From an optimization exercise on the open Yosys and OpenROAD flow, aimed at small area, a short achievable clock period and few clock cycles per item; shortcuts taken in it are not production practice.
Function was checked by simulation only, so behaviour that the tests miss may differ from the original.
Power and IR drop assume default switching activity.

// alu
module alu (
    input wire clk_i,
    input wire rst_i,
    input wire [3:0] alu_op_i,
    input wire [1:0] alu_section_i,
    input wire [31:0] alu_num1_i,
    input wire [31:0] alu_num2_i,
    output wire [31:0] alu_result_o,
    output wire [31:0] alu_add_result_o,
    input wire alu_valid_i,
    output wire alu_busy_o
);
    wire [ 3:0] op = alu_op_i;
    wire [31:0] a  = alu_num1_i;
    wire [31:0] b  = alu_num2_i;
    function [31:0] neg32;
        input [31:0] x;
        reg [31:0] t;
        begin
            t = x;
            t = t | (t << 1);
            t = t | (t << 2);
            t = t | (t << 4);
            t = t | (t << 8);
            t = t | (t << 16);
            neg32 = x ^ {t[30:0], 1'b0};
        end
    endfunction
    alu_adder adder (.a(a), .b(b), .s(alu_add_result_o));
    localparam S_IDLE = 2'd0, S_RUN = 2'd1, S_DONE = 2'd2;
    reg [1:0]  state;
    reg [3:0]  cnt;
    reg [63:0] p;
    reg [31:0] breg;        
    reg        bsgn;        
  ...
Size in the first run: about 5100 cells after synthesis, roughly 140 flip-flops, ~38000 µm² of cells after synthesis.
Settings: LEC_CHECK=0, CAP_MARGIN=20, CORE_MARGIN=2, CORE_UTILIZATION=45, GPL_TIMING_DRIVEN=0, SETUP_SLACK_MARGIN=2.0, SLEW_MARGIN=20; clock period 11.0 ns.
standard.sh (not shown) runs the stock make flow with config.mk's settings and CLKGATE_MAP_FILE= SYNTH_SCRIPT=/design/flow/synth_recipe.tcl, a recipe that flattens the netlist after the stock synthesis.
==> flow/flow/run.sh <==
#!/bin/bash
# Layout: the standard flow (standard.sh), with two changes:
#  * the buffers that the flow puts on every input and output port are buf_4
#    cells instead of the default choice, the slow delay cell clkdlybuf4s50_1;
#  * the buffers that synthesis (abc) inserted are removed at floorplan
#    (REMOVE_ABC_BUFFERS), so that placement-aware repair buffers the nets.
# The full output of the flow goes to standard_flow.log in the work folder;
# ORFS's own per-step logs are under orfs/logs/.
set -euo pipefail
cd "$(dirname "$0")/.."
export BUFFER_PORTS_ARGS="-buffer_cell sky130_fd_sc_hd__buf_4"
export REMOVE_ABC_BUFFERS=1
bash standard.sh > standard_flow.log 2>&1
The starting point finished clean.
Testbench counts at the start, summed over its fixed seeds: cycles 39,917, ops 16,000.
Change:
CORE_UTILIZATION = 50   (was 45)
SETUP_SLACK_MARGIN = 1.8   (was 2.0)
After rerunning:
- The changed run completed with no timing, DRC or antenna violations
- setup slack degrades by 0.025 ns
- final area shrinks by 3.6%
- total power is about the same
- fmax stays flat
- final cell count shrinks by 3.3%
- global-route usage grows by 3.3 points
- non-clock buffer count shrinks by 53
- core utilization grows by 3.6 points
- synthesized cell count stays the same
- routed wire length shrinks by 2.4%

========
v6:
alu again, from the RTL that the note above started with.
==> flow/design.v (excerpt) <==
module alu (
    input wire clk_i,
    input wire rst_i,
    input wire [3:0] alu_op_i,
    input wire [1:0] alu_section_i,
    input wire [31:0] alu_num1_i,
    input wire [31:0] alu_num2_i,
    output wire [31:0] alu_result_o,
    output wire [31:0] alu_add_result_o,
    input wire alu_valid_i,
    output wire alu_busy_o
);
clock: 11.0 ns
lec_check: 0
cap_margin: 5
core_margin: 2
core_utilization: 50
gpl_timing_driven: 0
setup_slack_margin: 1.8
slew_margin: 5
Scripts as last shown in full above: flow/flow/run.sh
Testbench counts of v6, summed over its fixed seeds: cycles 39,917, ops 16,000.
Input-level comparison between v7 and v6:
- SLEW_MARGIN changed from 5 to 20
- CAP_MARGIN changed from 5 to 20
- SETUP_SLACK_MARGIN changed from 1.8 to 2.0
- CORE_UTILIZATION changed from 50 to 60
==> run summary <==
From v6 to v7 the numbers moved as follows: minimum clock period rose 0.18 ns; buffering overhead shows an increase of 0.75 points. Taking v6 as 1.0, v7 lands at 1.11 on buffer count excluding the clock tree in the final layout. Lower met2 routing resource usage after global routing goes to v6 over v7. Compared with v6, the router placed more vias in v7. Higher arrival time of the worst setup path among v7 and v6: v7. Total power, v7 and v6: higher on v7. Clock network power share in v7 is 0.4 points lower than in v6. A worst-path cell with the longest stage delay of sky130_fd_sc_hd__or4_4 is what v6 shows, while sky130_fd_sc_hd__mux2i_1 belongs to v7. in -> out as the worst setup path category was reported by v6, and reg -> reg by v7. v7 vs. v6: combinational share of power rose by 0.6 points, first-pass GRT wire length rose by about 2%. Wire length on met2 (lower): v7.

========
alu again, from the RTL that the note above started with.
export LEC_CHECK = 0
export CAP_MARGIN = 20
export CORE_MARGIN = 2
export CORE_UTILIZATION = 55
export GPL_TIMING_DRIVEN = 0
export SETUP_SLACK_MARGIN = 1.6
export SLEW_MARGIN = 20
create_clock -name core_clock -period 11.0 [get_ports {clk_i}]
Scripts as last shown in full above: flow/flow/run.sh
The first run finished clean.
Testbench counts at the start, summed over its fixed seeds: cycles 39,917, ops 16,000.
Change:
Settings changed: CAP_MARGIN 20 to 10, CORE_UTILIZATION 55 to 50, SETUP_SLACK_MARGIN 1.6 to 1.8, SLEW_MARGIN 20 to 10.
Routed wire length climbs by 1.5%.
Count of clock-buffer cells in the layout stays the same.
Cell count increases by 0.87%.
Clock power goes down by 3.3%.
Sequential power grows by about 1%.
Via count came out lower by 1.8%.
Clock skew goes up by 0.0054 ns.
Setup slack gains 0.22 ns.

========
alu again, from the RTL that the note above started with.
// alu
module alu (
    input wire clk_i,
    input wire rst_i,
    input wire [3:0] alu_op_i,
    input wire [1:0] alu_section_i,
    input wire [31:0] alu_num1_i,
    input wire [31:0] alu_num2_i,
    output wire [31:0] alu_result_o,
    output wire [31:0] alu_add_result_o,
    input wire alu_valid_i,
    output wire alu_busy_o
);
export LEC_CHECK = 0
export CAP_MARGIN = 20
export CORE_MARGIN = 2
export CORE_UTILIZATION = 50
export GPL_TIMING_DRIVEN = 0
export SETUP_SLACK_MARGIN = 2.6
export SLEW_MARGIN = 20
create_clock -name core_clock -period 11.0 [get_ports {clk_i}]
Scripts as last shown in full above: flow/flow/run.sh
Testbench counts at the start, summed over its fixed seeds: cycles 39,917, ops 16,000.
Rerun with:
--- a/flow/config.mk
+++ b/flow/config.mk
@@ -12 +12 @@
-export SETUP_SLACK_MARGIN = 2.6
+export SETUP_SLACK_MARGIN = 1.2
Synthesized cell count is unchanged.
Global-route usage drops by 2.9 points.
Count of clock-buffer cells in the layout is unchanged.
Setup slack got worse by 810 ps.
Critical path depth drops by 19.
Utilization goes down by 6.1 points.
Rerun with:
--- a/flow/config.mk
+++ b/flow/config.mk
@@ -8 +8 @@
-export CAP_MARGIN = 20
+export CAP_MARGIN = 10
@@ -12,2 +12,2 @@
-export SETUP_SLACK_MARGIN = 1.2
-export SLEW_MARGIN = 20
+export SETUP_SLACK_MARGIN = 2.2
+export SLEW_MARGIN = 10
=> Cell area climbs by about 8%. Wire length came out higher by 5.0%. Area after synthesis does not change. Count of clock-buffer cells in the layout is unchanged. Sequential share of layout area came out lower by 0.74 points. Power climbs by about 5%. Utilization went up by 4.2 points. Non-clock buffer count rose by 138. Flip-flop and latch count does not change. Clock skew is higher by 8.4 ps. Worst setup slack improved by 850 ps.

[static timing again, ports no longer ideal]
How much do the figures lean on ideal ports? The routed layouts below were timed once more, with nothing changed but the port constraints. Step 1 sets driving cells, clkbuf_16 on the clock port and buf_2 on the other inputs (assumed; they add their load-dependent delay and slew). Step 2 times the ports against the registers' clock, not the clock port: input delays grow and output delays shrink by t, the midpoint of the rising clock arrivals with the driver on. Slacks: ideal ports / drivers / drivers and shift; pairs: ideal ports / drivers.
run	t, ns	slack for setup (ns)	latest minus earliest clock arrival (ns)	worst register clock-pin slew, ns
the first run of note 1	0.565	1.690 / 1.502 / 1.502	0.018 / 0.018	0.07 / 0.07
the second run of note 1	0.566	1.664 / 1.627 / 1.365	0.018 / 0.019	0.08 / 0.08
v6	0.568	1.863 / 1.837 / 1.332	0.015 / 0.016	0.07 / 0.07
v7	0.588	1.680 / 1.680 / 1.318	0.027 / 0.026	0.09 / 0.09
the first run of note 3	0.573	1.634 / 1.446 / 1.055	0.020 / 0.019	0.08 / 0.08
the second run of note 3	0.555	1.851 / 1.790 / 1.424	0.024 / 0.025	0.08 / 0.08
the first run of note 4	0.558	2.064 / 1.994 / 1.811	0.016 / 0.015	0.08 / 0.08
the second run of note 4	0.566	1.258 / 1.234 / 0.838	0.014 / 0.014	0.08 / 0.08
the third run of note 4	0.561	2.104 / 2.052 / 1.749	0.023 / 0.022	0.08 / 0.08
After both steps setup and hold are still met in every run listed. For the first run of note 3, which loses most, drivers alone change the setup slack by -0.188 ns; drivers and shift together by -0.579 ns.
